This is an optimization exercise on Yosys and OpenROAD, whose aim is small area and a short achievable clock period, not a production implementation. Where RTL was checked, it was by simulation tests only, not by an equivalence proof against the original. The flow treats the clock pin as an ideal source. Dropping or thinning the clock tree relies on that and would not hold on a real chip. Power figures rest on the tool's default switching activity, not on a simulated workload.

## SPI_TOP
module SPI_TOP(
    input clk,
	input rst,
	input ss_n,
	input MOSI, 
	output MISO
);
	wire [9:0] SLAVE_RAM;
	wire [7:0] RAM_SLAVE;
	wire tx_valid, rx_valid, rx_issue;
	SPI_Slave SPI_SLAVE 
	(
		.MOSI(MOSI),
		.MISO(MISO),
		.ss_n(ss_n),
		.clk(clk),
		.rst(rst),
		.rx_data(SLAVE_RAM),
		.rx_valid(rx_valid),
		.rx_issue(rx_issue),
		.tx_data(RAM_SLAVE),
		.tx_valid(tx_valid)
	);
	Single_Port_Asyn_RAM RAM
	(
		.clk(clk),
		.rst(rst),
		.din(SLAVE_RAM),
		.rx_valid(rx_valid),
		.rx_issue(rx_issue),
		.dout(RAM_SLAVE),
		.tx_valid(tx_valid)
	);
endmodule
Size: about 3000 cells after synthesis, about 2100 flip-flops, roughly 5 I/O pins, ~48000 µm² of cells after synthesis.
==> module Single_Port_Asyn_RAM, before the edit <==
module Single_Port_Asyn_RAM #(parameter MEM_DEPTH =256,parameter ADDR_SIZE=8)( 
    input [9:0]din,
    input clk,rst,rx_valid,
    input rx_issue,
    output [7:0] dout,
    output reg tx_valid
);
localparam NG = 24;
wire hi = din[7] & din[6];
wire k3 = din[5] & din[4];
wire [4:0] c_grp  = !hi ? din[7:3] : (!k3 ? {1'b0, din[3:0]} : {2'b10, din[2:0]});
wire [3:0] c_slot = !hi ? {1'b0, din[2:0]} : (!k3 ? {2'b10, din[5:4]} : {3'b100, din[3]});
wire cmd_wa = rx_valid & (din[9:8] == 2'b00);
wire cmd_wr = rx_valid & (din[9:8] == 2'b01);
wire iss_ra = rx_issue & (din[9:8] == 2'b10);
reg [8:0] read_address;
reg wa_set;    
always @(posedge clk,negedge rst) begin
    if (!rst) begin
        tx_valid<=1'b0;
        read_address<=9'b0;
        wa_set<=1'b0;
    end
    else begin
        tx_valid <= rx_valid & (din[9:8] == 2'b11);
        if (iss_ra)
            read_address <= {c_grp, c_slot};
        if (cmd_wa)
            wa_set <= 1'b1;
    end
end
reg [8:0] write_address;
reg [7:0] wd_p;
reg pend;
wire wa_zero = cmd_wr & !wa_set;
wire pend_n = cmd_wa ? 1'b0 : cmd_wr ? 1'b1 : pend;
always @(posedge clk) begin
    if (cmd_wa | wa_zero)
        write_address <= cmd_wa ? {c_grp, c_slot} : 9'b0;
    pend <= pend_n;
    if (cmd_wr)
        wd_p <= din[7:0];
end
reg [3:0] p11, p10;
wire [3:0] p11_n = (p11 == 4'd10) ? 4'd0 : p11 + 1'b1;
wire [3:0] p10_n = (p10 == 4'd9)  ? 4'd0 : p10 + 1'b1;
always @(posedge clk) begin
    p11 <= p11_n;
    p10 <= p10_n;
end
wire [3:0] w_slot_n = wa_zero ? 4'd0 : write_address[3:0];
wire [1:0] w_hi_n = wa_zero ? 2'd0 : write_address[8:7];
wire [2:0] w_lo_n = wa_zero ? 3'd0 : write_address[6:4];
reg [2:0] wsel;
reg [7:0] wlo;
reg r_hit, fwd;
always @(posedge clk) begin
    wsel[0] <= pend_n & (w_hi_n == 2'd0) & (w_slot_n == p11_n);
    wsel[1] <= pend_n & (w_hi_n == 2'd1) & (w_slot_n == p11_n);
    wsel[2] <= pend_n & (w_hi_n == 2'd2) & (w_slot_n == p10_n);
    wlo <= 8'd1 << w_lo_n;
    r_hit <= read_address[3:0] == (read_address[8] ? p10_n : p11_n);
    fwd <= pend_n & (wa_zero ? (read_address == 9'd0) : (write_address == read_address));
end
wire [8*NG-1:0] tails;
wire [7:0] wdn = ~wd_p;
genvar g;
generate
for (g = 0; g < NG; g = g + 1) begin : grp
    localparam L = (g < 16) ? 11 : 10;
    reg [8*L-1:0] ring;
    wire we = wsel[g / 8] && wlo[g % 8];
    assign tails[8*g +: 8] = ring[8*L-1 -: 8];
    wire [7:0] head;
    ring_head hd [7:0] (.wdn(wdn), .wen(!we), .t(ring[8*L-1 -: 8]), .h(head));
    always @(posedge clk)
        ring <= {ring[8*L-9:0], head};
end
endgenerate
wire [4:0] r_grp = read_address[8:4];
reg [7:0] rbuf;
always @(posedge clk) begin
    if (r_hit)
        rbuf <= fwd ? wd_p : tails[8*r_grp +: 8];
end
assign dout = rbuf;
endmodule
Settings: LEC_CHECK=0, CAP_MARGIN=30, CORE_MARGIN=2, CORE_UTILIZATION=65, SETUP_SLACK_MARGIN=3.8, SLEW_MARGIN=40, SYNTH_HIERARCHICAL=1, SYNTH_MINIMUM_KEEP_SIZE=0; clock period 6.0 ns.
standard.sh (not shown) runs the stock make flow with config.mk's settings and CLKGATE_MAP_FILE= SYNTH_SCRIPT=/design/flow/synth_recipe.tcl, a recipe that flattens the netlist after the stock synthesis.
==> flow/flow/run.sh <==
#!/bin/bash
# Layout flow: the standard ORFS flow (standard.sh), with these changes:
# - the flip-flop driving MISO's output buffer is moved next to that buffer
#   before detailed placement (flow/miso.tcl), so it does not drive a long wire;
set -euo pipefail
export PRE_DETAIL_PLACE_TCL="$PWD/flow/miso.tcl"
export POST_CTS_TCL="$PWD/flow/quad_ct.tcl"
export CTS_ARGS="-sink_clustering_enable -repair_clock_nets -sink_clustering_size 32 -sink_clustering_max_diameter 80 -dont_use_dummy_load"
bash standard.sh synth > log_synth.txt 2>&1
bash standard.sh floorplan > log_floorplan.txt 2>&1
bash standard.sh place > log_place.txt 2>&1
bash standard.sh cts > log_cts.txt 2>&1
bash standard.sh route > log_route.txt 2>&1
bash standard.sh finish > log_finish.txt 2>&1
Other scripts of this flow, unchanged in this note and not shown: flow/flow/miso.tcl, flow/flow/quad_ct.tcl
Edit:
--- a/flow/design.v
+++ b/flow/design.v
@@ -141,9 +141,20 @@
 end
 endgenerate
-wire [4:0] r_grp = read_address[8:4];
+reg [7:0] rlo;
+always @(posedge clk)
+    rlo <= 8'd1 << read_address[6:4];
+wire [1:0] r_hi = read_address[8:7];
+wire [23:0] tsel_b;
+genvar h;
+generate
+for (h = 0; h < 3; h = h + 1) begin : rb
+    sel8 s (.d(tails[64*h +: 64]), .oh(rlo), .y(tsel_b[8*h +: 8]));
+end
+endgenerate
+wire [7:0] tsel = (r_hi == 2'd0) ? tsel_b[7:0] : (r_hi == 2'd1) ? tsel_b[15:8] : tsel_b[23:16];
 reg [7:0] rbuf;
 always @(posedge clk) begin
     if (r_hit)
-        rbuf <= fwd ? wd_p : tails[8*r_grp +: 8];
+        rbuf <= fwd ? wd_p : tsel;
 end
 assign dout = rbuf;
@@ -151,4 +162,14 @@
 module ring_head(input wdn, input wen, input t, output h);
 assign h = ~((wdn | wen) & ~(t & wen));
+endmodule
+module sel8(input [63:0] d, input [7:0] oh, output [7:0] y);
+reg [7:0] acc;
+integer k;
+always @(*) begin
+    acc = 8'd0;
+    for (k = 0; k < 8; k = k + 1)
+        acc = acc | (d[8*k +: 8] & {8{oh[k]}});
+end
+assign y = acc;
 endmodule
 module SPI_Slave(
Effect: Design area fell slightly; core utilization shrinks by 0.29 points; final cell count goes down slightly; sequential power stays flat; setup slack is worse by 0.040 ns.
No functional check of the RTL was part of the second run of this note.

* * *

P:
The RTL this note starts from:
==> flow/design.v <==
module deserializer(
    input serial_data,
    input clk,rst,
    input deser_en,
    output reg[9:0] parallel_data,
    output reg data_valid,
    output wire issue,       
    output wire complete     
);
reg [3:0] counter;
wire full = (counter == 4'd10);
assign issue = deser_en & full;
assign complete = deser_en & (counter == 4'd9);
always @(posedge clk,negedge rst) begin
    if (!rst) begin
        counter<=4'b0;
        data_valid<=1'b0;
    end
    else begin
        data_valid <= issue;
        if (deser_en)
            counter <= full ? 4'd0 : counter + 1'b1;
    end
end
always @(posedge clk) begin
    if (deser_en & !full)
        parallel_data<={serial_data,parallel_data[9:1]};
end
endmodule
module SERIALIZER(
    input rst,clk,
    input [7:0] data,
    output reg ser_out,
    input data_valid,ss_n
);
reg [7:0] registers;
reg [3:0] counter;
always @(posedge clk,negedge rst)
begin
  if(!rst)
  begin
    counter<=4'b0000;
    registers<=8'b00;
    ser_out<=1'b0;
  end
  else if(data_valid)
  begin
    registers<=data;
    ser_out<=1'b0;
    counter<=4'b0000;
  end
  else if(!ss_n)
  begin
    if (counter!=4'd8) begin
      {registers,ser_out}<={1'b0,registers};
      counter<=counter+1'b1;
    end
    else begin
      counter<=4'd0;
    end
  end
  else
    counter<=4'b0000;
end
endmodule
module Single_Port_Asyn_RAM #(parameter MEM_DEPTH =256,parameter ADDR_SIZE=8)( 
    input [9:0]din,
    input clk,rst,rx_valid,
    input rx_complete,
    input MOSI,
    output [7:0] dout,
    output reg tx_valid
);
localparam NG = 24;
function [8:0] conv;
    input [7:0] a;
    reg hi, k3;
    begin
        hi = a[7] & a[6];
        k3 = a[5] & a[4];
        conv[8:4] = !hi ? a[7:3] : (!k3 ? {1'b0, a[3:0]} : {2'b10, a[2:0]});
        conv[3:0] = !hi ? {1'b0, a[2:0]} : (!k3 ? {2'b10, a[5:4]} : {3'b100, a[3]});
    end
endfunction
wire cmd_wa = rx_valid & (din[9:8] == 2'b00);
wire cmd_wr = rx_valid & (din[9:8] == 2'b01);
wire ld_ra = rx_complete & MOSI & !din[9];
reg [8:0] read_address;
reg wa_set;    
always @(posedge clk,negedge rst) begin
    if (!rst) begin
        tx_valid<=1'b0;
        read_address<=9'b0;
        wa_set<=1'b0;
    end
    else begin
        tx_valid <= rx_valid & (din[9:8] == 2'b11);
        if (ld_ra)
            read_address <= conv(din[8:1]);
        if (cmd_wa)
            wa_set <= 1'b1;
    end
end
reg [8:0] write_address;
reg [7:0] wd_p;
reg pend;
wire wa_zero = cmd_wr & !wa_set;
wire pend_n = cmd_wa ? 1'b0 : cmd_wr ? 1'b1 : pend;
always @(posedge clk) begin
    if (cmd_wa | wa_zero)
        write_address <= cmd_wa ? conv(din[7:0]) : 9'b0;
    pend <= pend_n;
    if (cmd_wr)
        wd_p <= din[7:0];
end
reg [3:0] p11, p10;
wire [3:0] p11_n = (p11 == 4'd10) ? 4'd0 : p11 + 1'b1;
wire [3:0] p10_n = (p10 == 4'd9)  ? 4'd0 : p10 + 1'b1;
always @(posedge clk) begin
    p11 <= p11_n;
    p10 <= p10_n;
end
wire [3:0] w_slot_n = wa_zero ? 4'd0 : write_address[3:0];
wire [1:0] w_hi_n = wa_zero ? 2'd0 : write_address[8:7];
reg [2:0] wsel;
reg r_hit, fwd;
always @(posedge clk) begin
    wsel[0] <= pend_n & (w_hi_n == 2'd0) & (w_slot_n == p11_n);
    wsel[1] <= pend_n & (w_hi_n == 2'd1) & (w_slot_n == p11_n);
    wsel[2] <= pend_n & (w_hi_n == 2'd2) & (w_slot_n == p10_n);
    r_hit <= read_address[3:0] == (read_address[8] ? p10 : p11);
    fwd <= pend & !wa_zero & (write_address == read_address);
end
wire [2:0] w_lo = write_address[6:4];
wire [8*NG-1:0] tails;
genvar g;
generate
for (g = 0; g < NG; g = g + 1) begin : grp
    localparam L = (g < 16) ? 11 : 10;
    reg [8*L-1:0] ring;
    wire we = wsel[g / 8] && (w_lo == g % 8);
    assign tails[8*g +: 8] = ring[8*L-1 -: 8];
    always @(posedge clk)
        ring <= {ring[8*L-9:0], we ? wd_p : ring[8*L-1 -: 8]};
end
endgenerate
wire [4:0] r_grp = read_address[8:4];
reg [7:0] tsel, rbuf;
always @(posedge clk) begin
    tsel <= tails[8*r_grp +: 8];
    if (fwd)
        rbuf <= wd_p;
    else if (r_hit)
        rbuf <= tsel;
end
assign dout = rbuf;
endmodule
module SPI_Slave(
    input MOSI,
    input clk,rst,ss_n,
    input tx_valid,
    output wire MISO,
    input [7:0]tx_data,
    output wire [9:0]rx_data,
    output wire rx_valid,
    output wire rx_issue,
    output wire rx_complete
);
reg start_q, shift_q;
always @(posedge clk,negedge rst) begin
    if (!rst) begin
        start_q <= 1'b0;
        shift_q <= 1'b0;
    end
    else begin
        start_q <= !ss_n & !start_q & !shift_q;
        shift_q <= !ss_n & (start_q | shift_q);
    end
end
deserializer  Deserializer_SPI(
    .serial_data(MOSI),
    .clk(clk),
    .rst(rst),
    .deser_en(shift_q),
    .parallel_data(rx_data),
    .data_valid(rx_valid),
    .issue(rx_issue),
    .complete(rx_complete)
);
SERIALIZER SERIALIZER_SPI(
   .rst(rst),
   .clk(clk),
   .data(tx_data),
   .ser_out(MISO),
   .data_valid(tx_valid),
   .ss_n(ss_n)
);
endmodule
module SPI_TOP(
    input clk,
	input rst,
	input ss_n,
	input MOSI, 
	output MISO
);
	wire [9:0] SLAVE_RAM;
	wire [7:0] RAM_SLAVE;
	wire tx_valid, rx_valid, rx_issue, rx_complete;
	SPI_Slave SPI_SLAVE 
	(
		.MOSI(MOSI),
		.MISO(MISO),
		.ss_n(ss_n),
		.clk(clk),
		.rst(rst),
		.rx_data(SLAVE_RAM),
		.rx_valid(rx_valid),
		.rx_issue(rx_issue),
		.rx_complete(rx_complete),
		.tx_data(RAM_SLAVE),
		.tx_valid(tx_valid)
	);
	Single_Port_Asyn_RAM RAM
	(
		.clk(clk),
		.rst(rst),
		.din(SLAVE_RAM),
		.rx_valid(rx_valid),
		.rx_complete(rx_complete),
		.MOSI(MOSI),
		.dout(RAM_SLAVE),
		.tx_valid(tx_valid)
	);
endmodule
Settings: LEC_CHECK=0, CAP_MARGIN=30, CORE_MARGIN=2, CORE_UTILIZATION=50, CTS_CLUSTER_DIAMETER=80, CTS_CLUSTER_SIZE=24, SETUP_SLACK_MARGIN=3.6, SLEW_MARGIN=40; clock period 6.0 ns.
run.sh (not shown) runs the stock make flow with config.mk's settings and CLKGATE_MAP_FILE= SYNTH_SCRIPT=/design/flow/synth_recipe.tcl, a recipe that flattens the netlist after the stock synthesis.
Stock flow here: none of the scripts above is used.
For Q, these inputs were changed with respect to P:
--- a/flow/design.v
+++ b/flow/design.v
@@ -4,13 +4,11 @@
     input deser_en,
     output reg[9:0] parallel_data,
     output reg data_valid,
-    output wire issue,       
-    output wire complete     
+    output wire issue        
 );
 reg [3:0] counter;
 wire full = (counter == 4'd10);
 assign issue = deser_en & full;
-assign complete = deser_en & (counter == 4'd9);
 always @(posedge clk,negedge rst) begin
     if (!rst) begin
         counter<=4'b0;
@@ -66,25 +64,18 @@
 module Single_Port_Asyn_RAM #(parameter MEM_DEPTH =256,parameter ADDR_SIZE=8)( 
     input [9:0]din,
     input clk,rst,rx_valid,
-    input rx_complete,
-    input MOSI,
+    input rx_issue,
     output [7:0] dout,
     output reg tx_valid
 );
 localparam NG = 24;
-function [8:0] conv;
-    input [7:0] a;
-    reg hi, k3;
-    begin
-        hi = a[7] & a[6];
-        k3 = a[5] & a[4];
-        conv[8:4] = !hi ? a[7:3] : (!k3 ? {1'b0, a[3:0]} : {2'b10, a[2:0]});
-        conv[3:0] = !hi ? {1'b0, a[2:0]} : (!k3 ? {2'b10, a[5:4]} : {3'b100, a[3]});
-    end
-endfunction
+wire hi = din[7] & din[6];
+wire k3 = din[5] & din[4];
+wire [4:0] c_grp  = !hi ? din[7:3] : (!k3 ? {1'b0, din[3:0]} : {2'b10, din[2:0]});
+wire [3:0] c_slot = !hi ? {1'b0, din[2:0]} : (!k3 ? {2'b10, din[5:4]} : {3'b100, din[3]});
 wire cmd_wa = rx_valid & (din[9:8] == 2'b00);
 wire cmd_wr = rx_valid & (din[9:8] == 2'b01);
-wire ld_ra = rx_complete & MOSI & !din[9];
+wire iss_ra = rx_issue & (din[9:8] == 2'b10);
 reg [8:0] read_address;
 reg wa_set;    
 always @(posedge clk,negedge rst) begin
@@ -95,8 +86,8 @@
     end
     else begin
         tx_valid <= rx_valid & (din[9:8] == 2'b11);
-        if (ld_ra)
-            read_address <= conv(din[8:1]);
+        if (iss_ra)
+            read_address <= {c_grp, c_slot};
         if (cmd_wa)
             wa_set <= 1'b1;
     end
@@ -108,7 +99,7 @@
 wire pend_n = cmd_wa ? 1'b0 : cmd_wr ? 1'b1 : pend;
 always @(posedge clk) begin
     if (cmd_wa | wa_zero)
-        write_address <= cmd_wa ? conv(din[7:0]) : 9'b0;
+        write_address <= cmd_wa ? {c_grp, c_slot} : 9'b0;
     pend <= pend_n;
     if (cmd_wr)
         wd_p <= din[7:0];
@@ -128,8 +119,8 @@
     wsel[0] <= pend_n & (w_hi_n == 2'd0) & (w_slot_n == p11_n);
     wsel[1] <= pend_n & (w_hi_n == 2'd1) & (w_slot_n == p11_n);
     wsel[2] <= pend_n & (w_hi_n == 2'd2) & (w_slot_n == p10_n);
-    r_hit <= read_address[3:0] == (read_address[8] ? p10 : p11);
-    fwd <= pend & !wa_zero & (write_address == read_address);
+    r_hit <= read_address[3:0] == (read_address[8] ? p10_n : p11_n);
+    fwd <= pend_n & (wa_zero ? (read_address == 9'd0) : (write_address == read_address));
 end
 wire [2:0] w_lo = write_address[6:4];
 wire [8*NG-1:0] tails;
@@ -145,13 +136,10 @@
 end
 endgenerate
 wire [4:0] r_grp = read_address[8:4];
-reg [7:0] tsel, rbuf;
-always @(posedge clk) begin
-    tsel <= tails[8*r_grp +: 8];
-    if (fwd)
-        rbuf <= wd_p;
-    else if (r_hit)
-        rbuf <= tsel;
+reg [7:0] rbuf;
+always @(posedge clk) begin
+    if (r_hit)
+        rbuf <= fwd ? wd_p : tails[8*r_grp +: 8];
 end
 assign dout = rbuf;
 endmodule
@@ -163,8 +151,7 @@
     input [7:0]tx_data,
     output wire [9:0]rx_data,
     output wire rx_valid,
-    output wire rx_issue,
-    output wire rx_complete
+    output wire rx_issue
 );
 reg start_q, shift_q;
 always @(posedge clk,negedge rst) begin
@@ -184,8 +171,7 @@
     .deser_en(shift_q),
     .parallel_data(rx_data),
     .data_valid(rx_valid),
-    .issue(rx_issue),
-    .complete(rx_complete)
+    .issue(rx_issue)
 );
 SERIALIZER SERIALIZER_SPI(
    .rst(rst),
@@ -205,7 +191,7 @@
 );
 	wire [9:0] SLAVE_RAM;
 	wire [7:0] RAM_SLAVE;
-	wire tx_valid, rx_valid, rx_issue, rx_complete;
+	wire tx_valid, rx_valid, rx_issue;
 	SPI_Slave SPI_SLAVE 
 	(
 		.MOSI(MOSI),
@@ -216,7 +202,6 @@
 		.rx_data(SLAVE_RAM),
 		.rx_valid(rx_valid),
 		.rx_issue(rx_issue),
-		.rx_complete(rx_complete),
 		.tx_data(RAM_SLAVE),
 		.tx_valid(tx_valid)
 	);
@@ -226,8 +211,7 @@
 		.rst(rst),
 		.din(SLAVE_RAM),
 		.rx_valid(rx_valid),
-		.rx_complete(rx_complete),
-		.MOSI(MOSI),
+		.rx_issue(rx_issue),
 		.dout(RAM_SLAVE),
 		.tx_valid(tx_valid)
 	);
Results
- The total number of nets in the final design of Q and that of P are within noise of each other.
- Delta (Q minus P): clock-pin slew on the worst setup and hold paths ~0 delta; depth of the worst hold-timing path ~0 delta.
- [compare] base=P new=Q: number of search-and-repair iterations in the first detailed-routing pass down 1; fraction of layout instances using a drive strength above 1 moved up; met3 wire length moved up.
Only the layout flow was run in P; the RTL was not checked for function there.

re-timing with driven ports:
The results above use ideal ports. As a check the final layouts listed here were re-extracted and re-timed, cells and wires unchanged.
Step 1, drivers: a clkbuf_16 drives clk and a buf_2 each remaining input, both assumed.
Step 2, shift: input delay + t, output delay - t, t = (earliest + latest rising clock arrival at the registers) / 2. This alone moves slack from input paths to output paths.
Three values: ideal, step 1, step 2; two values: the first two.
run	t, ns	setup WS [ns]	latest minus earliest clock arrival (ns)	slew at the worst register clock pin (ns)	cell pins on the clock port's net
the first run of note 1	0.613	3.838 / 3.681 / 3.769	0.078 / 0.079	0.12 / 0.12	4
the second run of note 1	0.605	3.798 / 3.673 / 3.419	0.087 / 0.087	0.12 / 0.12	4
P	0.744	3.621 / 3.555 / 3.245	0.036 / 0.037	0.10 / 0.10	1
Q	0.740	3.596 / 3.528 / 3.362	0.043 / 0.044	0.10 / 0.10	1
After both steps setup and hold are still met in every run listed. The setup slack of the second run of note 1, which loses most, moves by -0.125 ns with the drivers and by -0.379 ns with both steps.
